From an optimization exercise on the open Yosys and OpenROAD flow, aimed at small area; shortcuts taken in it are not production practice. Only simulation tests tie the RTL to the original design; equivalence was not proved. No activity file was given, so power comes from the tool's default toggle rates.

==> flow/design.v <==
module Pooling #(
    parameter DATA_WIDTH = 8,
    parameter MAP_WIDTH = 10
)(
    input clk,
    input rst_n,
    input [DATA_WIDTH-1:0] input_data,
    output [DATA_WIDTH-1:0] output_data,
    output done
);
    reg [4:0] m;
    reg [2:0] p;
    always @(posedge clk or negedge rst_n) begin
        if (!rst_n) begin
            m <= 5'd0;
            p <= 3'd0;
        end else begin
            if (m == 5'd19) begin
                m <= 5'd0;
                if (p != 3'd7) p <= p + 3'd1;
            end else begin
                m <= m + 5'd1;
            end
        end
    end
    wire rot     = (p >= 3'd5);               
    wire row_odd = (m >= 5'd10);
    wire col_odd = m[0];
    reg [DATA_WIDTH-1:0] ra [0:14];           
    reg [DATA_WIDTH-1:0] rb [0:4];            
    reg [DATA_WIDTH-1:0] rt [0:3];            
    reg [DATA_WIDTH-1:0] acc;                 
    wire a_take = rot || (p <= 3'd3 && m >= 5'd5 && m <= 5'd9);
    wire b_loop = !rot && p == 3'd4 && m >= 5'd5;
    wire en_t   = rot || !col_odd || m < 5'd4;
    wire en_t3  = rot || !col_odd;
    wire [DATA_WIDTH-1:0] b   = col_odd ? acc : (row_odd ? rt[0] : {DATA_WIDTH{1'b0}});
    wire [DATA_WIDTH-1:0] mx  = (input_data > b) ? input_data : b;
    integer i;
    always @(posedge clk) begin
        for (i = 0; i < 14; i = i + 1) ra[i] <= ra[i+1];
        ra[14] <= a_take ? rb[0] : ra[0];
        for (i = 0; i < 4; i = i + 1) rb[i] <= rb[i+1];
        rb[4] <= b_loop ? rb[0] : rt[0];
        if (en_t) begin
            rt[0] <= rt[1];
            rt[1] <= rt[2];
            rt[2] <= rt[3];
        end
        if (en_t3) rt[3] <= acc;
        acc <= rot ? ra[0] : mx;
    end
    assign output_data = rt[2];
    assign done = (m[1:0] == 2'b11) && (p == 3'd7 || (p == 3'd6 && m != 5'd3));
endmodule
==> flow/run.sh <==
#!/bin/bash
# synth_recipe.tcl (not shown) runs the flow's synth.tcl, then flattens the netlist and writes it again
# the make line also repeats each setting of config.mk as NAME=value (left out here)
make -C /OpenROAD-flow-scripts/flow DESIGN_CONFIG=/design/flow/config.mk WORK_HOME=/design/flow/orfs CLKGATE_MAP_FILE= SYNTH_SCRIPT=/design/flow/synth_recipe.tcl finish
==> flow/config.mk <==
export PLATFORM = sky130hd
export DESIGN_NAME = Pooling
export DESIGN_NICKNAME = Pooling
export VERILOG_FILES = /design/flow/design.v
export SDC_FILE = /design/flow/constraint.sdc
export NUM_CORES = 4
export LEC_CHECK = 0
export CAP_MARGIN = 20
export CORE_MARGIN = 2
export CORE_UTILIZATION = 40
export SLEW_MARGIN = 20
==> flow/constraint.sdc <==
create_clock -name core_clock -period 5.0 [get_ports {clk}]
set_input_delay 1.0000 -clock core_clock [delete_from_list [all_inputs] [get_ports {clk}]]
set_output_delay 1.0000 -clock core_clock [all_outputs]
set_load 0.01 [all_outputs]
==> reports/results.md, run 1 <==
• Post-Synthesis Net Count: 373
• CP arrival: 3.81 ns
• # clock sinks: 208
• buffer count from post-CTS setup fixing: 0
• fill cell count: 1154
• number of setup violations in the final report: 0
• synth-to-layout area growth: 18.48%
• Total Negative Setup Slacks: 0 ns
• Crit path largest cell delay: 0.76 ns
• CTS Root Buffer Type: sky130_fd_sc_hd__clkbuf_16
• endpoint required time on the critical path: 5.39 ns
• via count: 2511
• Chip Width: 121.8 um
• wire length after detailed routing: 7885 um
• count of mapped cells out of synthesis: 346
• Hold WC Path Type: flop to flop
• fraction of final layout cells sized beyond drive strength 1: 13.55%
• effective utilization at floorplan: 40.43%
• category of the critical setup timing path: flop to flop
• maximum number of pins on one net before global-route repair: 25
• Final Util: 47.90%
• overflow left after global routing: 0
• count of buffers inserted at the top-level ports: 18
• type of element capturing the critical path: flop
• DPL Wire Length: 4641 um
• share of synthesized registers carrying an async set or reset: 3.846%
• LEAKAGE: 0.002606 uW
• routability congestion estimate: 0.7554
• worst-path maximum fanout: 17
• max-slew headroom at the worst pin: 38.16%
• antenna violations before repair: 0
• average wire length per cell after detail routing: 13.81 um
• number of gates resized after cts: 0
• Die H: 121.8 um
• clock slew seen by the registers of the worst setup and hold paths: 0.06 ns
• Post-synth EDFFs: 32
• proportion of synthesized chip area in sequential cells: 81.57%
• clock latency reported for the late side of the worst-skew pair: 0.48 ns
• post-synth design cell area: 5547 um^2
• number of detailed-route iterations in the first pass: 4
• clock buffer count from CTS: 20
• Slew @ Worst Pin: 0.9214 ns
• Net count, final: 405
• via count of the first global-routing pass: 2561
• Yosys reg bits: 208
• post-synthesis average cell area: 16.03 um^2
• RSZ-0062 raised after global routing: false
• I/O pin count: 19
• count of yosys warnings during synthesis: 4
• Startpoint Class: flop
• worst vdd rail ir drop: 0.1868 mV
• count of buffering cells on the critical path with inverters included: 1
• global-route usage over all layers: 11.40%
• timing-limited maximum frequency: 0.2921 GHz
• Most used DFF post-synth: sky130_fd_sc_hd__dfxtp_1
• Period Utilization, post-route: 68.47%
• Pwr per Cell Area: 501.1 nW/um^2
• clock tree skew after final layout: 0.008053 ns
• family with the most delay on the worst path: compound AO/OA/AOI/OAI gates
• most used cell along the critical path: sky130_fd_sc_hd__ha_1
• number of max-slew violations in the final report: 0
• Final ANT Viol Nets: 0
• antenna diode count: 0
• result of the run: complete, no violations
• H-tree lvl count: 1
• area taken by flip-flops and latches: 4524 um^2
• Hold Worst Slack: 0.3234 ns
• Std-Cell Core Area: 13720 um^2
• floorplan die area: 14820 um^2
• first-pass GRT wire length: 13190 um
• Std-Cell Rows: 43
• clock tree from TritonCTS: done
• Period minus WS final: 3.423 ns
• hold buffers post-CTS: 0
• Longest Clk Path Bufs: 3
• vias per cell: 4.398
• DRT iter0 DRCs: 155
• final count of hold timing violations: 0
• Post-route DRC: 0
• total of max-cap violations: 0
• distinct cell type count after synthesis: 41
• slowest cell on the critical path: sky130_fd_sc_hd__dfrtp_1
• Multi-input gate area: 945.9 um^2
• Cell Chain, Critical Path: inv_2 -> ha_1 -> nor4_2 -> nor3_4 -> a22o_2 -> ha_1 -> nand4_1 -> o21ai_1 -> a21oi_1 -> o31ai_1
## area by class of cell
cell class / instances / area share (%)
tap: 180 / 3.427
clock buffer: 30 / 9.615
sequential: 208 / 68.85
multi-input combinational: 122 / 14.39
inverter: 7 / 0.3998
timing repair buffer: 19 / 2.856
clock inverter: 5 / 0.4570
## Yosys cell counts (4+ instances only)
cell type / n / area (um^2)
sky130_fd_sc_hd__mux2_2: 15 / 168.9
sky130_fd_sc_hd__dfxtp_1: 168 / 3363
sky130_fd_sc_hd__a22oi_1: 7 / 52.55
sky130_fd_sc_hd__inv_1: 6 / 22.52
sky130_fd_sc_hd__and3_1: 7 / 43.79
sky130_fd_sc_hd__ha_1: 17 / 212.7
sky130_fd_sc_hd__o21ai_0: 4 / 20.02
sky130_fd_sc_hd__nor2_1: 8 / 30.03
sky130_fd_sc_hd__o31ai_1: 8 / 60.06
sky130_fd_sc_hd__a21oi_1: 13 / 65.06
sky130_fd_sc_hd__nand2_1: 14 / 52.55
sky130_fd_sc_hd__edfxtp_1: 32 / 960.9
sky130_fd_sc_hd__dfrtp_1: 8 / 200.2
## cells by family after synthesis
logic type	count (synthesis)	synth area share [%]
and+or+nand+nor	44	4.264
AOI/OAI and AO/OA	40	4.782
xor gates and xnor gates	3	0.4738
muxes	18	3.609
DFF	208	81.57
buffers and inverters	16	1.466
adders and majority gates	17	3.835
## layer usage
metal	track usage (%)	share of wire, %	vias to the layer above
met5	0	0	-
met4	4.167	2.4	0
met3	3.230	5.1	18
met2	16.62	43	46
met1	16.24	50	1188
li1	-	-	1259
## registers in the layout, summed over array words and instances (netlist names)
name / count
ra: 120
rb: 40
rt: 32
acc: 8
m: 5
p: 3
## power breakdown
part	total (uW)	leakage [uW]	internal, uW	switching [uW]
Combinational	73.8	0.000486	39.5	34.4
Clock	1460	0.000327	876	584
Sequential	1760	0.00179	1740	15.5
Total	3290	0.00261	2660	634
## placed cells by master, fill, tap and decap left out, types with 2 or more instances in the layout
cell type / instances
sky130_fd_sc_hd__a22oi_1: 7
sky130_fd_sc_hd__nand2_1: 14
sky130_fd_sc_hd__nor2b_1: 2
sky130_fd_sc_hd__a21oi_1: 13
sky130_fd_sc_hd__dfrtp_1: 8
sky130_fd_sc_hd__dfxtp_1: 168
sky130_fd_sc_hd__clkdlybuf4s50_1: 18
sky130_fd_sc_hd__xnor2_1: 3
sky130_fd_sc_hd__clkbuf_16: 23
sky130_fd_sc_hd__nor3_1: 2
sky130_fd_sc_hd__clkbuf_1: 4
sky130_fd_sc_hd__o21ai_0: 4
sky130_fd_sc_hd__nor2_1: 8
sky130_fd_sc_hd__and3_1: 7
sky130_fd_sc_hd__mux2i_1: 2
sky130_fd_sc_hd__nand4_1: 2
sky130_fd_sc_hd__inv_1: 6
sky130_fd_sc_hd__o31ai_1: 8
sky130_fd_sc_hd__clkbuf_8: 3
sky130_fd_sc_hd__edfxtp_1: 32
sky130_fd_sc_hd__clkinv_2: 2
sky130_fd_sc_hd__mux2_2: 15
sky130_fd_sc_hd__ha_1: 17
sky130_fd_sc_hd__inv_4: 2
## stage by stage
step | cell area [um^2] | cells | setup WS (ns) | total power (uW)
floorplan | 5547 | 346 | 2.310 | 1841
global placement | 5904 | 536 | 1.756 | 1866
detailed placement | 5909 | 536 | 1.641 | 1866
CTS | 6571 | 571 | 1.585 | 3329
global route | 6571 | 571 | 1.267 | 3419
finish | 6571 | 571 | 1.577 | 3293
## path summary, 6_finish.rpt
kind,startpoint,endpoint,slack (ns),depth (start not counted)
worst max-delay path,m[0],acc[6],1.58,10
worst min-delay path,ra[14][4],ra[13][4],0.32,0
worst max register to register,m[0],acc[6],1.58,10
worst min register to register,ra[14][4],ra[13][4],0.32,0
max in group asynchronous,rst_n,p[1],3.92,1
min in group asynchronous,rst_n,m[0],0.81,1
==> run 2: changes to the inputs <==
==> flow/flow/run.sh (new file) <==
#!/bin/bash
# Standard layout, with a leaner clock tree (no dummy loads) and small port buffers.
set -euo pipefail
bash standard.sh \
  "CTS_ARGS=-sink_clustering_enable -repair_clock_nets -dont_use_dummy_load -buf_list sky130_fd_sc_hd__clkbuf_4 -sink_clustering_size 16" \
  "BUFFER_PORTS_ARGS=-buffer_cell sky130_fd_sc_hd__buf_1" \
  finish > standard.log 2>&1
==> flow/standard.sh (new file) <==
#!/bin/bash
# synth_recipe.tcl (not shown) runs the flow's synth.tcl, then flattens the netlist and writes it again
# the make line also repeats each setting of config.mk as NAME=value (left out here)
make -C /OpenROAD-flow-scripts/flow DESIGN_CONFIG=/design/flow/config.mk WORK_HOME=/design/flow/orfs CLKGATE_MAP_FILE= SYNTH_SCRIPT=/design/flow/synth_recipe.tcl "${@:-finish}"
--- a/flow/config.mk
+++ b/flow/config.mk
@@ -8,4 +8,4 @@
 export CAP_MARGIN = 20
 export CORE_MARGIN = 2
-export CORE_UTILIZATION = 40
+export CORE_UTILIZATION = 70
 export SLEW_MARGIN = 20
removed: flow/run.sh
==> reports/results.md, run 2 <==
• total of max-cap violations: 0
• Net Switching: 566.5 uW
• Flop pwr share: 63.5%
• count of placed standard cells in the final layout, fillers left out: 505
• Period Utilization, post-route: 67.33%
• worst vdd rail ir drop: 0.2627 mV
• Post-Synthesis Net Count: 373
• number of flip-flops in the largest register: 120
• switching share of power: 20.43%
• fill cell count: 457
• Pwr per Cell Area: 458.3 nW/um^2
• logic gate share of total power: 2.6%
• routability congestion estimate: 0.7884
• worst-path maximum fanout: 17
• via count: 2660
• Internal Dissipation: 2207 uW
• LEAKAGE: 0.002447 uW
• Slew @ Worst Pin: 0.8784 ns
• commonest non-fill, non-tap cell in the layout: sky130_fd_sc_hd__dfxtp_1
• antenna diode count: 0
• type of element capturing the critical path: flop
• endpoint required time on the critical path: 5.47 ns
• number of setup violations in the final report: 0
• proportion of synthesized chip area in sequential cells: 81.57%
• # clock sinks: 208
• Hold WC Path Type: flop to flop
• Yosys reg bits: 208
• clock buffer count from CTS: 47
• clock slew seen by the registers of the worst setup and hold paths: 0.07 ns
• antenna violations before repair: 0
• library cell with the highest instance count after synthesis: sky130_fd_sc_hd__dfxtp_1
• Longest Clk Path Bufs: 3
• Final ANT Viol Nets: 0
• Std-Cell Core Area: 7687 um^2
• final count of hold timing violations: 0
• Net count, final: 432
• count of yosys warnings during synthesis: 4
• result of the run: complete, no violations
• number of gates resized after cts: 0
• number of max-slew violations in the final report: 0
• count of buffers inserted at the top-level ports: 18
• average wire length per cell after detail routing: 16.44 um
• Total Negative Setup Slacks: 0 ns
• RSZ-0062 raised after global routing: false
• maximum number of pins on one net before global-route repair: 25
• largest register by flop count: ra
• biggest regs: ra (120), rb (40), rt (32)
• DPL Wire Length: 4935 um
• post-synth top area cell: sky130_fd_sc_hd__dfxtp_1
• Post-synth EDFFs: 32
• CP arrival: 3.83 ns
• hold buffers post-CTS: 0
• Period minus WS final: 3.367 ns
• via count of the first global-routing pass: 2748
• share of synthesized registers carrying an async set or reset: 3.846%
• Startpoint Class: flop
• vias per cell: 5.267
• Die H: 93.02 um
• clock latency reported for the late side of the worst-skew pair: 0.57 ns
• buffer count from post-CTS setup fixing: 0
• category of the critical setup timing path: flop to flop
• first-pass GRT wire length: 13370 um
• floorplan die area: 8652 um^2
• max-slew headroom at the worst pin: 41.04%
• post-synth design cell area: 5547 um^2
• timing-limited maximum frequency: 0.2970 GHz
• Most used DFF post-synth: sky130_fd_sc_hd__dfxtp_1
• Chip Width: 93.02 um
• H-tree lvl count: 2
• clock tree skew after final layout: 0.07242 ns
• clock tree from TritonCTS: done
• commonest cells in the netlist: sky130_fd_sc_hd__dfxtp_1, sky130_fd_sc_hd__edfxtp_1, sky130_fd_sc_hd__ha_1
• part of the total power dissipated in the clock network: 34.0%
• count of mapped cells out of synthesis: 346
• number of detailed-route iterations in the first pass: 4
• overflow left after global routing: 0
• most frequent cells in the layout: sky130_fd_sc_hd__dfxtp_1, sky130_fd_sc_hd__clkbuf_4, sky130_fd_sc_hd__edfxtp_1
• wire length after detailed routing: 8301 um
• I/O pin count: 19
• Hold Worst Slack: 0.2909 ns
• DP Cell Count: 457
• Std-Cell Rows: 32
• effective utilization at floorplan: 72.15%
• synth-to-layout area growth: 9.113%
• DRT iter0 DRCs: 108
• Post-route DRC: 0
• ranking of synthesized cells by area: sky130_fd_sc_hd__dfxtp_1, sky130_fd_sc_hd__edfxtp_1, sky130_fd_sc_hd__ha_1
• distinct cell type count after synthesis: 41
• share of Yosys cell area claimed by the top area cell type: 60.64%
• fraction of final layout cells sized beyond drive strength 1: 17.12%
• post-synthesis average cell area: 16.03 um^2
• CTS Root Buffer Type: sky130_fd_sc_hd__clkbuf_4
• global-route usage over all layers: 20.63%
## run 2: layer usage
metal  up-vias  GRT usage, %  routed length (um)
met5         -             0                   0
li1       1301             -                   -
met4         0         8.088                 167
met1      1268         27.40                3802
met2        71         32.49                3947
met3        20         6.044                 383
## run 2: critical path, cell delays in order (launching register included)
cell	delay, ns
sky130_fd_sc_hd__dfrtp_1	0.73
sky130_fd_sc_hd__inv_2	0.09
sky130_fd_sc_hd__ha_1	0.21
sky130_fd_sc_hd__nor4_2	0.37
sky130_fd_sc_hd__nor3_4	0.12
sky130_fd_sc_hd__a22o_2	0.27
sky130_fd_sc_hd__ha_1	0.27
sky130_fd_sc_hd__nand4_1	0.11
sky130_fd_sc_hd__o21ai_1	0.70
sky130_fd_sc_hd__a21oi_1	0.18
sky130_fd_sc_hd__o31ai_1	0.25
## run 2: worst paths after layout
check                                from        end  slack, ns  cells after the start
worst max-delay path                 m[0]     acc[4]       1.63                     10
max in group asynchronous           rst_n       m[1]       4.27                      1
worst min register to register  ra[14][4]  ra[13][4]       0.29                      0
worst max register to register       m[0]     acc[4]       1.63                     10
min in group asynchronous           rst_n       m[3]       0.34                      1
worst min-delay path            ra[14][4]  ra[13][4]       0.29                      0
## run 2: logic make-up after synthesis
kind of cell,after synthesis,synth area share [%]
flip-flops,208,81.57
adder cells (fa/ha/maj),17,3.835
buffers and inverters,16,1.466
AO/OA/AOI/OAI,40,4.782
multiplexers,18,3.609
XOR/XNOR,3,0.4738
AND/OR/NAND/NOR,44,4.264
## run 2: metrics by stage
| stage | cell area (um^2) | setup WS [ns] | power, uW | util (%) |
|---|---|---|---|---|
| after floorplan | 5547 | 2.310 | 1841 | - |
| after global placement | 5687 | 1.740 | 1861 | 73.97 |
| after detailed placement | 5687 | 1.637 | 1864 | 73.97 |
| after CTS | 6040 | 1.620 | 2812 | 78.56 |
| after global routing | 6052 | 1.373 | 2900 | 78.73 |
| final | 6052 | 1.633 | 2774 | 78.73 |
## run 2: power groups by stage
stage,clock network [uW],logic [uW],registers (uW)
3_5_place_dp,0,69.7,1790
5_1_grt,1060,79.1,1760
6_report,942,70.8,1760
3_3_place_gp,0,66.9,1790
4_1_cts,981,70.7,1760
2_1_floorplan,0,54.4,1790
## run 2: cell type report
type	instances	area (um^2)	share of cell area, %
clock buffers	47	352.8	5.830
flip-flops and latches	208	4524	74.76
multi-input cells	122	945.9	15.63
inverters	7	26.28	0.4342
repair buffers	19	75.07	1.240
well taps	102	127.6	2.109
==> run 3: changes to the inputs <==
==> flow/flow/run.sh (replaced) <==
#!/bin/bash
# Standard layout, with a leaner clock tree (no dummy loads) and small port buffers.
set -euo pipefail
bash standard.sh \
  "CTS_ARGS=-sink_clustering_enable -repair_clock_nets -dont_use_dummy_load -buf_list {sky130_fd_sc_hd__clkbuf_8 sky130_fd_sc_hd__clkbuf_4} -sink_clustering_size 24" \
  "BUFFER_PORTS_ARGS=-buffer_cell sky130_fd_sc_hd__buf_1" \
  finish > standard.log 2>&1
==> reports/results.md, run 3 <==
• fill cell count: 429
• Net count, final: 414
• RSZ-0062 raised after global routing: false
• clock slew seen by the registers of the worst setup and hold paths: 0.05 ns
• buffer count from post-CTS setup fixing: 0
• number of cells on the worst reg-to-reg path: 10
• CTS Root Buffer Type: sky130_fd_sc_hd__clkbuf_8
• clock tree from TritonCTS: done
• commonest non-fill, non-tap cell in the layout: sky130_fd_sc_hd__dfxtp_1
• distinct cell type count after synthesis: 41
• Yosys reg bits: 208
• antenna violations before repair: 0
• average wire length per cell after detail routing: 16.28 um
• floorplan die area: 8652 um^2
• Longest Clk Path Bufs: 3
• antenna diode count: 0
• overflow left after global routing: 0
• share of Yosys cell area claimed by the top area cell type: 60.64%
• wire length after detailed routing: 7927 um
• Hold WC Path Type: flop to flop
• hold path depth: 0
• final count of hold timing violations: 0
• most frequent cells in the layout: sky130_fd_sc_hd__dfxtp_1, sky130_fd_sc_hd__edfxtp_1, sky130_fd_sc_hd__clkbuf_8
• category of the critical setup timing path: flop to flop
• DR top layer: met4
• number of gates resized after cts: 0
• Hold Worst Slack: 0.2983 ns
• type of element capturing the critical path: flop
• effective utilization at floorplan: 72.15%
• worst vdd rail ir drop: 0.2913 mV
• Post-route DRC: 0
• timing-limited maximum frequency: 0.2981 GHz
• via count: 2562
• number of setup violations in the final report: 0
• post-synth design cell area: 5547 um^2
• result of the run: complete, no violations
• total of max-cap violations: 0
• clock tree skew after final layout: 0.03576 ns
• post-synthesis average cell area: 16.03 um^2
• max-slew headroom at the worst pin: 41.46%
• clock latency reported for the late side of the worst-skew pair: 0.52 ns
• # clock sinks: 208
• number of detailed-route iterations in the first pass: 4
• Total Negative Setup Slacks: 0 ns
• DPL Wire Length: 4935 um
• Post-Synthesis Net Count: 373
• count of mapped cells out of synthesis: 346
• Die H: 93.02 um
• DR WL met2: 3713 um
• Chip Width: 93.02 um
• hold buffers post-CTS: 0
• Std-Cell Core Area: 7687 um^2
• routability congestion estimate: 0.7884
• routed length on met1: 3695 um
• count of yosys warnings during synthesis: 4
• clock buffer count from CTS: 29
• vias per cell: 5.261
• Period minus WS final: 3.355 ns
• synth-to-layout area growth: 9.948%
• share of synthesized registers carrying an async set or reset: 3.846%
• Post-synth EDFFs: 32
• first-pass GRT wire length: 12800 um
• LEAKAGE: 0.002439 uW
• Period Utilization, post-route: 67.10%
• Startpoint Class: flop
• worst-path maximum fanout: 17
• endpoint required time on the critical path: 5.36 ns
• proportion of synthesized chip area in sequential cells: 81.57%
• post-synth top area cell: sky130_fd_sc_hd__dfxtp_1
• ranking of synthesized cells by area: sky130_fd_sc_hd__dfxtp_1, sky130_fd_sc_hd__edfxtp_1, sky130_fd_sc_hd__ha_1
• Most used DFF post-synth: sky130_fd_sc_hd__dfxtp_1
• maximum number of pins on one net before global-route repair: 25
• fraction of final layout cells sized beyond drive strength 1: 13.25%
• commonest cells in the netlist: sky130_fd_sc_hd__dfxtp_1, sky130_fd_sc_hd__edfxtp_1, sky130_fd_sc_hd__ha_1
• H-tree lvl count: 1
• via count of the first global-routing pass: 2603
• sum of met3 wire segment lengths after detailed routing: 363 um
• biggest regs: ra (120), rb (40), rt (32)
• count of buffers inserted at the top-level ports: 18
• DRT iter0 DRCs: 123
• CP arrival: 3.71 ns
• Std-Cell Rows: 32
• Slew @ Worst Pin: 0.8723 ns
• global-route usage over all layers: 19.53%
• Pwr per Cell Area: 466.0 nW/um^2
• largest register by flop count: ra
• I/O pin count: 19
• library cell with the highest instance count after synthesis: sky130_fd_sc_hd__dfxtp_1
• number of max-slew violations in the final report: 0
• Final ANT Viol Nets: 0
• number of flip-flops in the largest register: 120
## run 3: changes by cell type in the layout (fill, tap and decap cells not counted), sizes merged
cell / before / now
clkbuf: 47 / 29
## run 3: through the flow
stage | total power [uW] | area, um^2 | util, % | instances | worst slack (ns)
floorplan | 1841 | 5547 | - | 346 | 2.310
global placement | 1861 | 5687 | 73.97 | 457 | 1.740
detailed placement | 1864 | 5687 | 73.97 | 457 | 1.637
CTS | 2868 | 6086 | 79.17 | 486 | 1.632
global route | 2950 | 6098 | 79.33 | 487 | 1.395
finish | 2842 | 6098 | 79.33 | 487 | 1.645
## run 3: worst max-delay path, stage by stage (launching register included)
cell and delay [ns]:
sky130_fd_sc_hd__dfrtp_1 0.73, sky130_fd_sc_hd__inv_2 0.09, sky130_fd_sc_hd__ha_1 0.21, sky130_fd_sc_hd__nor4_2 0.37
sky130_fd_sc_hd__nor3_4 0.12, sky130_fd_sc_hd__a22o_2 0.27, sky130_fd_sc_hd__ha_1 0.27, sky130_fd_sc_hd__nand4_1 0.11
sky130_fd_sc_hd__o21ai_1 0.70, sky130_fd_sc_hd__and3_1 0.27, sky130_fd_sc_hd__o31ai_1 0.08
## run 3: worst paths after layout
kind                           start       end  slack [ns]
max                             m[0]    acc[6]        1.64
min                        ra[10][2]  ra[9][2]        0.30
max reg2reg                     m[0]    acc[6]        1.64
min reg2reg                ra[10][2]  ra[9][2]        0.30
max in group asynchronous      rst_n      p[0]        4.25
min in group asynchronous      rst_n      m[3]        0.42
## run 3: kinds of logic after synthesis
group / Yosys count / synth area share, %
multiplexers: 18 / 3.609
AO/OA/AOI/OAI: 40 / 4.782
adder cells (fa/ha/maj): 17 / 3.835
flip-flops: 208 / 81.57
XOR/XNOR: 3 / 0.4738
AND/OR/NAND/NOR: 44 / 4.264
buffers and inverters: 16 / 1.466
## run 3: metal layers
metal	vias up	global-route usage, %
li1	1254	-
met1	1239	26.89
met2	52	30.80
met3	17	4.512
met4	0	7.353
met5	-	0
## run 3: report_power, final
group | switching [uW] | internal, uW
Sequential | 17.7 | 1740
Clock | 500 | 510
Combinational | 35.2 | 34.9
## run 3: layout make-up
cell class              instances  area [um^2]  area share [%]
repair buffers                 19        75.07           1.231
clock buffers                  29        399.1           6.545
inverters                       7        26.28          0.4309
multi-input cells             122        945.9           15.51
flip-flops and latches        208         4524           74.19
well taps                     102        127.6           2.093
==> run 4: changes to the inputs <==
==> flow/flow/run.sh (replaced) <==
#!/bin/bash
# Standard layout, with a leaner clock tree (no dummy loads) and small port buffers.
set -euo pipefail
bash standard.sh \
  "CTS_ARGS=-sink_clustering_enable -repair_clock_nets -dont_use_dummy_load -buf_list sky130_fd_sc_hd__clkbuf_4 -sink_clustering_size 12 -sink_clustering_max_diameter 150" \
  "BUFFER_PORTS_ARGS=-buffer_cell sky130_fd_sc_hd__buf_1" \
  finish > standard.log 2>&1
==> reports/results.md, run 4 <==
• result of the run: complete, no violations
• Period minus WS final: 3.343 ns
• worst-path maximum fanout: 17
• # clock sinks: 208
• maximum number of pins on one net before global-route repair: 25
• count of yosys warnings during synthesis: 4
• max-slew headroom at the worst pin: 40.29%
• routability congestion estimate: 0.7884
• antenna violations before repair: 0
• final worst setup slack: 1.657 ns
• worst vdd rail ir drop: 0.2751 mV
• Die H: 93.02 um
• Std-Cell Core Area: 7687 um^2
• adder-cell share of the synthesized area: 3.835%
• Chip Width: 93.02 um
• clock latency reported for the late side of the worst-skew pair: 0.58 ns
• Yosys reg bits: 208
• category of the critical setup timing path: flop to flop
• fill cell count: 486
• number of gates resized after cts: 0
• DR WL met2: 3576 um
• routed length on met1: 3672 um
• distinct cell type count after synthesis: 41
• final count of hold timing violations: 0
• Most used DFF post-synth: sky130_fd_sc_hd__dfxtp_1
• commonest cells in the netlist: sky130_fd_sc_hd__dfxtp_1, sky130_fd_sc_hd__edfxtp_1, sky130_fd_sc_hd__ha_1
• I/O pin count: 19
• Post-synth EDFFs: 32
• CTS Root Buffer Type: sky130_fd_sc_hd__clkbuf_4
• post-synthesis simple-gate area fraction: 4.263%
• Slew @ Worst Pin: 0.8897 ns
• number of setup violations in the final report: 0
• overflow left after global routing: 0
• Total Negative Setup Slacks: 0 ns
• dpl cell area: 5687 um^2
• count of mapped cells out of synthesis: 346
• effective utilization at floorplan: 72.15%
• Startpoint Class: flop
• timing-limited maximum frequency: 0.2992 GHz
• floorplan die area: 8652 um^2
• post-synthesis share of cell area spent on xor and xnor gates: 0.4737%
• Final Util: 76.19%
• Post-Place Setup Slack: 1.637 ns
• Hold WC Path Type: flop to flop
• vias per cell: 5.330
• combinational family with the most area after synthesis: compound AO/OA/AOI/OAI gates
• post-synth design cell area: 5547 um^2
• H-tree lvl count: 1
• Post-Synthesis Net Count: 373
• clock slew seen by the registers of the worst setup and hold paths: 0.12 ns
• DR top layer: met4
• proportion of synthesized chip area in sequential cells: 81.57%
• largest register by flop count: ra
• buffer count from post-CTS setup fixing: 0
• Longest Clk Path Bufs: 3
• LEAKAGE: 0.002327 uW
• area fraction in compound gates after synthesis: 4.782%
• share of Yosys cell area claimed by the top area cell type: 60.64%
• via count of the first global-routing pass: 2509
• slowest cell on the critical path: sky130_fd_sc_hd__dfrtp_1
• DRT iter0 DRCs: 107
• Post-route DRC: 0
• Pwr per Cell Area: 421.1 nW/um^2
• via count: 2553
• synth-to-layout area growth: 5.594%
• most frequent cells in the layout: sky130_fd_sc_hd__dfxtp_1, sky130_fd_sc_hd__edfxtp_1, sky130_fd_sc_hd__clkbuf_4
• Std-Cell Rows: 32
• final instance area: 5857 um^2
• library cell with the highest instance count after synthesis: sky130_fd_sc_hd__dfxtp_1
• hold buffers post-CTS: 0
• antenna diode count: 0
• biggest regs: ra (120), rb (40), rt (32)
• RSZ-0062 raised after global routing: false
• CP arrival: 3.81 ns
• number of max-slew violations in the final report: 0
• wire length after detailed routing: 7863 um
• average wire length per cell after detail routing: 16.42 um
• commonest non-fill, non-tap cell in the layout: sky130_fd_sc_hd__dfxtp_1
• post-synthesis average cell area: 16.03 um^2
• sum of met3 wire segment lengths after detailed routing: 434 um
• share of synthesized registers carrying an async set or reset: 3.846%
• total of max-cap violations: 0
• Net count, final: 406
• clock tree skew after final layout: 0.08337 ns
• Crit path largest cell delay: 0.73 ns
• fraction of final layout cells sized beyond drive strength 1: 11.41%
• ranking of synthesized cells by area: sky130_fd_sc_hd__dfxtp_1, sky130_fd_sc_hd__edfxtp_1, sky130_fd_sc_hd__ha_1
• number of detailed-route iterations in the first pass: 4
• global-route usage over all layers: 19.14%
• first-pass GRT wire length: 12520 um
• Period Utilization, post-route: 66.85%
• post-synth top area cell: sky130_fd_sc_hd__dfxtp_1
• most used cell along the critical path: sky130_fd_sc_hd__ha_1
• clock tree from TritonCTS: done
• Hold Worst Slack: 0.3002 ns
• DPL Wire Length: 4935 um
• type of element capturing the critical path: flop
• Cell Chain, Critical Path: inv_2 -> ha_1 -> nor4_2 -> nor3_4 -> a22o_2 -> ha_1 -> nand4_1 -> o21ai_1 -> a21oi_1 -> o31ai_1
• clock buffer count from CTS: 21
• count of buffers inserted at the top-level ports: 18
• number of flip-flops in the largest register: 120
• endpoint required time on the critical path: 5.47 ns
• Final ANT Viol Nets: 0
• fraction of synthesized area in multiplexers: 3.609%
-- run 4: cell counts after synthesis --
No cell type changed its count.
-- run 4: critical path: cells and delay by family (launching register included) --
family | cells | cell delay, ns
adders and majority gates | 2 | 0.49
and+or+nand+nor | 3 | 0.60
AOI/OAI and AO/OA | 4 | 1.39
DFF | 1 | 0.73
buffers and inverters | 1 | 0.10
-- run 4: power by group --
group / switching, uW / internal [uW] / total [uW]
clock: 443 / 195 / 638
combinational: 35.1 / 34.9 / 70.0
sequential: 16.8 / 1740 / 1760
total: 495 / 1970 / 2470
-- run 4: worst paths after layout --
path | start | to | slack (ns) | cells past startpoint
setup / recovery | m[0] | acc[4] | 1.66 | 10
hold / removal | ra[8][6] | ra[7][6] | 0.30 | 0
setup reg to reg | m[0] | acc[4] | 1.66 | 10
hold reg to reg | ra[8][6] | ra[7][6] | 0.30 | 0
max in group asynchronous | rst_n | m[0] | 4.27 | 1
min in group asynchronous | rst_n | m[3] | 0.32 | 1
-- run 4: area by class of cell --
class	count	area, um^2	share of cell area (%)
sequential	208	4524	77.25
multi-input combinational	122	945.9	16.15
clock buffer	21	157.7	2.692
tap	102	127.6	2.179
timing repair buffer	19	75.07	1.282
inverter	7	26.28	0.4486
-- run 4: routing by layer --
metal / track usage [%] / vias to the layer above
met5: 0 / -
met4: 6.250 / 0
met3: 4.110 / 20
met2: 29.95 / 51
met1: 27.24 / 1231
li1: - / 1251
-- run 4: through the flow --
step	power [uW]	std cells
5_1_grt	2569	479
6_report	2466	479
3_5_place_dp	1864	457
3_3_place_gp	1861	457
2_1_floorplan	1841	346
4_1_cts	2491	478
-- run 4: cell families (layout without fill, tap and decap cells) --
group           Yosys count  after routing
flops                   208            208
simple gates             44             44
compound gates           40             40
mux                      18             18
fa+ha+maj                17             17
buf+inv                  16             47
xor+xnor                  3              3
==> run 5: changes to the inputs <==
==> flow/flow/run.sh (replaced) <==
#!/bin/bash
# Layout flow: the standard synthesis, its gates re-mapped for area (flip-flops
# untouched), then the standard layout with a clock tree without dummy loads
# and with small port buffers.
set -euo pipefail
HERE=$(pwd)
source flow/knobs.sh
R=$HERE/orfs/results/$FLOW_PLATFORM/Pooling/base
bash standard.sh "${KNOBS[@]}" synth > synth_standard.log 2>&1
cp "$R/1_2_yosys.v" "$HERE/standard_synth.v"
RS_LIB=$FLOW_HOME/platforms/$FLOW_PLATFORM/lib/sky130_fd_sc_hd__tt_025C_1v80.lib \
RS_IN=$HERE/standard_synth.v RS_OUT=$HERE/resynth.v RS_TOP=$FLOW_TOP \
RS_ABC=$HERE/flow/area.abc RS_STAT=$HERE/resynth_stat.txt \
  "$FLOW_HOME/../tools/install/yosys/bin/yosys" -c flow/resynth.tcl > resynth.log 2>&1
cp "$HERE/resynth.v" "$R/1_2_yosys.v"
rm -f "$R/1_synth.odb" "$R/1_synth.sdc"
bash standard.sh "${KNOBS[@]}" synth > synth_odb.log 2>&1
bash standard.sh "${KNOBS[@]}" finish > finish.log 2>&1
==> flow/flow/area.abc (new file) <==
strash
ifraig
dc2
dch -f
map -a
topo
strash
dch -f
map -a
==> flow/flow/knobs.sh (new file) <==
# make variables for every standard.sh call
KNOBS=(
  "CTS_ARGS=-sink_clustering_enable -repair_clock_nets -dont_use_dummy_load -buf_list sky130_fd_sc_hd__clkbuf_8 -sink_clustering_size 20 -sink_clustering_max_diameter 150"
  "BUFFER_PORTS_ARGS=-buffer_cell sky130_fd_sc_hd__buf_1"
)
==> flow/flow/resynth.tcl (new file) <==
# Re-maps the combinational logic of the standard synthesis netlist for area.
# Every flip-flop stays the instance the standard synthesis made (same name,
# same cell), so only the gates between registers change.
yosys -import
set lib $::env(RS_LIB)
read_liberty -ignore_miss_func $lib
yosys blackbox sky130_fd_sc_hd__df* sky130_fd_sc_hd__edf* sky130_fd_sc_hd__sdf* sky130_fd_sc_hd__dl* sky130_fd_sc_hd__sedf*
read_verilog $::env(RS_IN)
hierarchy -top $::env(RS_TOP)
flatten
opt -purge
abc -script $::env(RS_ABC) -liberty $lib -dont_use *probe* -dont_use *lpflow* -dont_use *fill*
read_liberty -lib -overwrite $lib
setundef -zero
splitnets
opt_clean -purge
hilomap -singleton -hicell sky130_fd_sc_hd__conb_1 HI -locell sky130_fd_sc_hd__conb_1 LO
insbuf -buf sky130_fd_sc_hd__buf_4 A X
yosys rename -hide w:*.*
check -assert -mapped
tee -o $::env(RS_STAT) stat -liberty $lib
write_verilog -noattr -nohex -nodec $::env(RS_OUT)
--- a/flow/config.mk
+++ b/flow/config.mk
@@ -8,4 +8,4 @@
 export CAP_MARGIN = 20
 export CORE_MARGIN = 2
-export CORE_UTILIZATION = 70
+export CORE_UTILIZATION = 80
 export SLEW_MARGIN = 20
==> reports/results.md, run 5 <==
• floorplan die area: 7125 um^2
• worst hold start: ra[8][0]
• Total Negative Setup Slacks: 0 ns
• DPL Wire Length: 5703 um
• wire length after detailed routing: 10060 um
• most frequent cells in the layout: sky130_fd_sc_hd__dfxtp_1, sky130_fd_sc_hd__edfxtp_1, sky130_fd_sc_hd__clkinv_1
• type of element capturing the critical path: flop
• overflow left after global routing: 0
• number of max-slew violations in the final report: 0
• number of flip-flops in the largest register: 120
• RSZ-0062 raised after global routing: false
• Std-Cell Core Area: 6314 um^2
• post-synthesis average cell area: 15.21 um^2
• via count: 2714
• Period Utilization, post-route: 85.68%
• power consumption: 2479 uW
• synth-to-layout area growth: 7.596%
• fraction of final layout cells sized beyond drive strength 1: 6.133%
• first-pass GRT wire length: 15000 um
• Period minus WS final: 4.284 ns
• count of yosys warnings during synthesis: 4
• Crit path largest cell delay: 0.72 ns
• Std-Cell Rows: 29
• CTS Root Buffer Type: sky130_fd_sc_hd__clkbuf_8
• timing-limited maximum frequency: 0.2334 GHz
• hold buffers post-CTS: 0
• endpoint required time on the critical path: 5.32 ns
• buffer count from post-CTS setup fixing: 0
• Post-route DRC: 0
• worst-path maximum fanout: 14
• Startpoint Class: flop
• count of placed standard cells in the final layout, fillers left out: 452
• average wire length per cell after detail routing: 22.26 um
• Longest Clk Path Bufs: 3
• Final ANT Viol Nets: 0
• # clock sinks: 208
• number of detailed-route iterations in the first pass: 5
• Post-Synthesis Net Count: 350
• routability congestion estimate: 0.8372
• count of buffers inserted at the top-level ports: 18
• reg-to-reg startpoint: m[0]
• largest register by flop count: ra
• number of setup violations in the final report: 0
• slowest cell on the critical path: sky130_fd_sc_hd__a21oi_1
• H-tree lvl count: 1
• Die H: 84.41 um
• number of gates resized after cts: 0
• antenna violations before repair: 0
• clock slew seen by the registers of the worst setup and hold paths: 0.11 ns
• total of max-cap violations: 0
• global-route usage over all layers: 28.80%
• Hold WC Path Type: flop to flop
• via count of the first global-routing pass: 2706
• Slew @ Worst Pin: 1.049 ns
• maximum number of pins on one net before global-route repair: 21
• category of the critical setup timing path: flop to flop
• effective utilization at floorplan: 81.93%
• most used cell along the critical path: sky130_fd_sc_hd__a21oi_1
• DP Cell Count: 437
• fill cell count: 229
• clock tree skew after final layout: 0.04380 ns
• clock latency reported for the late side of the worst-skew pair: 0.47 ns
• count of buffering cells on the critical path with inverters included: 0
• biggest regs: ra (120), rb (40), rt (32)
• Final Util: 88.15%
• result of the run: complete, no violations
• worst vdd rail ir drop: 0.4330 mV
• I/O pin count: 19
• max-slew headroom at the worst pin: 29.57%
• Pwr per Cell Area: 445.4 nW/um^2
• vias per cell: 6.004
• commonest non-fill, non-tap cell in the layout: sky130_fd_sc_hd__dfxtp_1
• clock tree from TritonCTS: done
• Cell Chain, Critical Path: a21oi_1 -> a22oi_1 -> a22oi_1 -> nor3_1 -> a221oi_1 -> nor2_1 -> a21oi_1 -> a21oi_1 -> a221o_2 -> o21ai_1 -> nand2_1 -> o211ai_1 -> o21ai_0
• antenna diode count: 0
• DRT iter0 DRCs: 309
• Chip Width: 84.41 um
• Net count, final: 387
• LEAKAGE: 0.002173 uW
• count of mapped cells out of synthesis: 340
• CP arrival: 4.60 ns
• worst setup path start: m[0]
• post-synth design cell area: 5172 um^2
• clock buffer count from CTS: 14
• final count of hold timing violations: 0
• family with the most delay on the worst path: compound AO/OA/AOI/OAI gates
run 5: path summary, 6_finish.rpt:
path                            end  slack [ns]  cells after the start
setup / recovery             acc[2]        0.72                     13
hold / removal             ra[7][0]        0.28                      0
setup reg to reg             acc[2]        0.72                     13
hold reg to reg            ra[7][0]        0.28                      0
max in group asynchronous      m[4]        4.26                      1
min in group asynchronous      m[2]        0.43                      1
run 5: final cells by class:
class	instances	area, um^2	area share [%]
timing repair buffer	21	93.84	1.686
tap	77	96.34	1.731
clock buffer	14	192.7	3.462
inverter	24	90.09	1.619
multi-input combinational	108	568.0	10.21
sequential	208	4524	81.29
run 5: power by group:
part / total, uW / leakage (uW) / switching (uW) / internal (uW)
Clock: 697 / 0.000101 / 442 / 255
Sequential: 1730 / 0.00179 / 11.3 / 1720
Combinational: 48.2 / 0.000280 / 32.5 / 15.7
run 5: per-stage QoR:
stage / setup WS (ns) / instance area, um^2 / hold slack (ns)
floorplan: 2.162 / 5172 / 0.3096
global placement: 1.838 / 5358 / 0.3097
detailed placement: 1.379 / 5358 / 0.3121
CTS: 0.8704 / 5550 / 0.2832
global route: 0.5223 / 5565 / 0.2776
finish: 0.7159 / 5565 / 0.2796
run 5: worst reg2reg max path, stage by stage, from the launching register on:
cell and delay, ns:
sky130_fd_sc_hd__dfrtp_1 0.58, sky130_fd_sc_hd__a21oi_1 0.72, sky130_fd_sc_hd__a22oi_1 0.30, sky130_fd_sc_hd__a22oi_1 0.29, sky130_fd_sc_hd__nor3_1 0.08, sky130_fd_sc_hd__a221oi_1 0.23, sky130_fd_sc_hd__nor2_1 0.10, sky130_fd_sc_hd__a21oi_1 0.22
sky130_fd_sc_hd__a21oi_1 0.09, sky130_fd_sc_hd__a221o_2 0.30, sky130_fd_sc_hd__o21ai_1 0.56, sky130_fd_sc_hd__nand2_1 0.21, sky130_fd_sc_hd__o211ai_1 0.24, sky130_fd_sc_hd__o21ai_0 0.22
run 5: metal layers:
layer	track usage [%]	vias to the layer above	share of wire, %
met5	0	-	0
met1	36.45	1306	38
li1	-	1200	-
met4	12.84	0	5.1
met2	49.78	162	51
met3	4.425	46	6.5
==> run 6: changes to the inputs <==
==> flow/flow/knobs.sh (replaced) <==
# make variables for every standard.sh call
KNOBS=(
  "CTS_ARGS=-sink_clustering_enable -repair_clock_nets -dont_use_dummy_load -buf_list sky130_fd_sc_hd__clkbuf_4 -sink_clustering_size 10 -sink_clustering_max_diameter 150"
  "BUFFER_PORTS_ARGS=-buffer_cell sky130_fd_sc_hd__buf_1"
)
==> reports/results.md, run 6 <==
• result of the run: complete, no violations
• hold buffers post-CTS: 0
• Net count, final: 396
• type of element capturing the critical path: flop
• final worst setup slack: 0.9723 ns
• worst-path maximum fanout: 14
• fraction of final layout cells sized beyond drive strength 1: 8.333%
• effective utilization at floorplan: 81.93%
• Hold WC Path Type: flop to flop
• clock latency reported for the late side of the worst-skew pair: 0.60 ns
• via count: 2792
• timing-limited maximum frequency: 0.2483 GHz
• first-pass GRT wire length: 16130 um
• number of max-slew violations in the final report: 0
• family with the most delay on the worst path: compound AO/OA/AOI/OAI gates
• CP arrival: 4.42 ns
• Std-Cell Core Area: 6314 um^2
• antenna violations before repair: 0
• count of buffers inserted at the top-level ports: 18
• biggest regs: ra (120), rb (40), rt (32)
• count of mapped cells out of synthesis: 340
• part of the total power dissipated in the clock network: 28.3%
• Flop pwr share: 69.8%
• clock tree from TritonCTS: done
• Crit path largest cell delay: 0.74 ns
• Internal Dissipation: 1960 uW
• clock buffer count from CTS: 24
• Startpoint Class: flop
• number of detailed-route iterations in the first pass: 5
• maximum number of pins on one net before global-route repair: 20
• RSZ-0062 raised after global routing: false
• CTS Root Buffer Type: sky130_fd_sc_hd__clkbuf_4
• clock tree skew after final layout: 0.06262 ns
• capture instance of the worst register-to-register path: acc[2]
• Period Utilization, post-route: 80.55%
• antenna diode count: 0
• Post-Place Setup Slack: 1.379 ns
• clock slew seen by the registers of the worst setup and hold paths: 0.11 ns
• Post-Synthesis Net Count: 350
• average wire length per cell after detail routing: 22.66 um
• worst setup path start: m[0]
• Die H: 84.41 um
• final count of hold timing violations: 0
• number of cells on the worst reg-to-reg path: 13
• buffer count from post-CTS setup fixing: 0
• Net Switching: 524.5 uW
• # clock sinks: 208
• Period minus WS final: 4.028 ns
• Final ANT Viol Nets: 0
• most used cell along the critical path: sky130_fd_sc_hd__a21oi_1
• endpoint required time on the critical path: 5.39 ns
• Cell Chain, Critical Path: a21oi_1 -> a22oi_1 -> a22oi_1 -> nor3_1 -> a221oi_1 -> nor2_1 -> a21oi_1 -> a21oi_1 -> a221o_2 -> o21ai_1 -> nand2_1 -> o211ai_1 -> o21ai_0
• Chip Width: 84.41 um
• DRT iter0 DRCs: 333
• Pwr per Cell Area: 448.3 nW/um^2
• post-synthesis average cell area: 15.21 um^2
• via count of the first global-routing pass: 3009
• synth-to-layout area growth: 7.136%
• DPL Wire Length: 5703 um
• vias per cell: 6.056
• Hold Worst Slack: 0.2944 ns
• I/O pin count: 19
• LEAKAGE: 0.002176 uW
• logic gate share of total power: 1.9%
• commonest non-fill, non-tap cell in the layout: sky130_fd_sc_hd__dfxtp_1
• total of max-cap violations: 0
• worst setup path end: acc[2]
• worst setup slack for register-to-register paths: 0.97 ns
• post-synth design cell area: 5172 um^2
• slowest cell on the critical path: sky130_fd_sc_hd__a21oi_1
• worst vdd rail ir drop: 0.3983 mV
• count of yosys warnings during synthesis: 4
• Std-Cell Rows: 29
• floorplan die area: 7125 um^2
• Total Negative Setup Slacks: 0 ns
• Slew @ Worst Pin: 0.9574 ns
• Final Util: 87.77%
• overflow left after global routing: 0
• number of flip-flops in the largest register: 120
• wire length after detailed routing: 10450 um
• switching share of power: 21.11%
• max-slew headroom at the worst pin: 35.75%
• WP depth: 13
• routability congestion estimate: 0.8372
• number of setup violations in the final report: 0
• Longest Clk Path Bufs: 3
• reg-to-reg startpoint: m[0]
• global-route usage over all layers: 30.49%
• Post-route DRC: 0
• most frequent cells in the layout: sky130_fd_sc_hd__dfxtp_1, sky130_fd_sc_hd__edfxtp_1, sky130_fd_sc_hd__clkinv_1, sky130_fd_sc_hd__clkbuf_4, sky130_fd_sc_hd__nand2_1
• number of gates resized after cts: 0
• count of buffering cells on the critical path with inverters included: 0
• largest register by flop count: ra
• category of the critical setup timing path: flop to flop
• H-tree lvl count: 1
## run 6: worst min path at each step
stage	from	depth (start not counted)	slack, ns	to
2_1_floorplan	ra[1][0]	0	0.31	ra[0][0]
5_1_grt	rb[4][5]	0	0.29	rb[3][5]
4_1_cts	rb[4][7]	0	0.29	rb[3][7]
3_5_place_dp	ra[11][4]	0	0.31	ra[10][4]
6_report	rb[4][7]	0	0.29	rb[3][7]
3_3_place_gp	rb[2][6]	0	0.31	rb[1][6]
## run 6: per-layer routing
metal / global-route usage [%] / part of all wire (%) / up-vias
met5: 0 / 0 / -
met4: 12.99 / 4.7 / 0
met3: 7.768 / 8.0 / 52
met2: 50.87 / 49 / 197
met1: 38.50 / 38 / 1323
li1: - / - / 1220
## run 6: worst register-to-register path: stages, from the launching register on
cell and delay (ns):
sky130_fd_sc_hd__dfrtp_1 0.60, sky130_fd_sc_hd__a21oi_1 0.75, sky130_fd_sc_hd__a22oi_1 0.24, sky130_fd_sc_hd__a22oi_1 0.27, sky130_fd_sc_hd__nor3_1 0.09, sky130_fd_sc_hd__a221oi_1 0.23, sky130_fd_sc_hd__nor2_1 0.08, sky130_fd_sc_hd__a21oi_1 0.14
sky130_fd_sc_hd__a21oi_1 0.10, sky130_fd_sc_hd__a221o_2 0.31, sky130_fd_sc_hd__o21ai_1 0.51, sky130_fd_sc_hd__nand2_1 0.18, sky130_fd_sc_hd__o211ai_1 0.17, sky130_fd_sc_hd__o21ai_0 0.20
## run 6: area by class of cell
| cell class | count | area (um^2) |
|---|---|---|
| clock buffers | 24 | 180.2 |
| fillers | 229 | 772.0 |
| flip-flops and latches | 208 | 4524 |
| well taps | 77 | 96.34 |
| multi-input cells | 108 | 568.0 |
| repair buffers | 20 | 82.58 |
| inverters | 24 | 90.09 |
## run 6: power groups by stage
stage | Sequential (uW) | Combinational [uW] | Clock [uW]
after CTS | 1730 | 45.7 | 711
after global placement | 1770 | 36.1 | 0
after global routing | 1740 | 50.2 | 765
after floorplan | 1760 | 26.0 | 0
after detailed placement | 1770 | 41.8 | 0
final | 1730 | 47.3 | 704
## run 6: per-stage QoR
stage	cell area [um^2]	instances	total power, uW
floorplan	5172	340	1791
global placement	5358	437	1804
detailed placement	5358	437	1811
CTS	5538	461	2489
global route	5542	461	2550
finish	5542	461	2484

[separate check: timing with driven ports]
The flow's constraints put no driver on any port. The routed layouts listed below were extracted and timed again, unchanged, in two steps.
Step 1 (the two cells are an assumption about what drives the block):
set clk [get_ports {clk}]
set_driving_cell -lib_cell sky130_fd_sc_hd__clkbuf_16 $clk
set_driving_cell -lib_cell sky130_fd_sc_hd__buf_2 [delete_from_list [all_inputs] $clk]
Step 2 also shifts input and output timing later by t, the mid clock arrival at the registers, as if the neighbouring blocks saw the same clock.
Three values: no drivers, after step 1, after step 2; two values: the first two.
run | t (ns) | slack for setup (ns) | worst setup path after step 2
run 1 | 0.512 | 1.577 / 1.577 / 1.577 | register to register
run 2 | 0.565 | 1.633 / 1.633 / 1.633 | register to register
run 3 | 0.528 | 1.645 / 1.645 / 1.645 | register to register
run 4 | 0.565 | 1.657 / 1.657 / 1.657 | register to register
run 5 | 0.478 | 0.716 / 0.716 / 0.716 | register to register
run 6 | 0.603 | 0.972 / 0.972 / 0.972 | register to register
After both steps setup and hold are still met in every run listed.
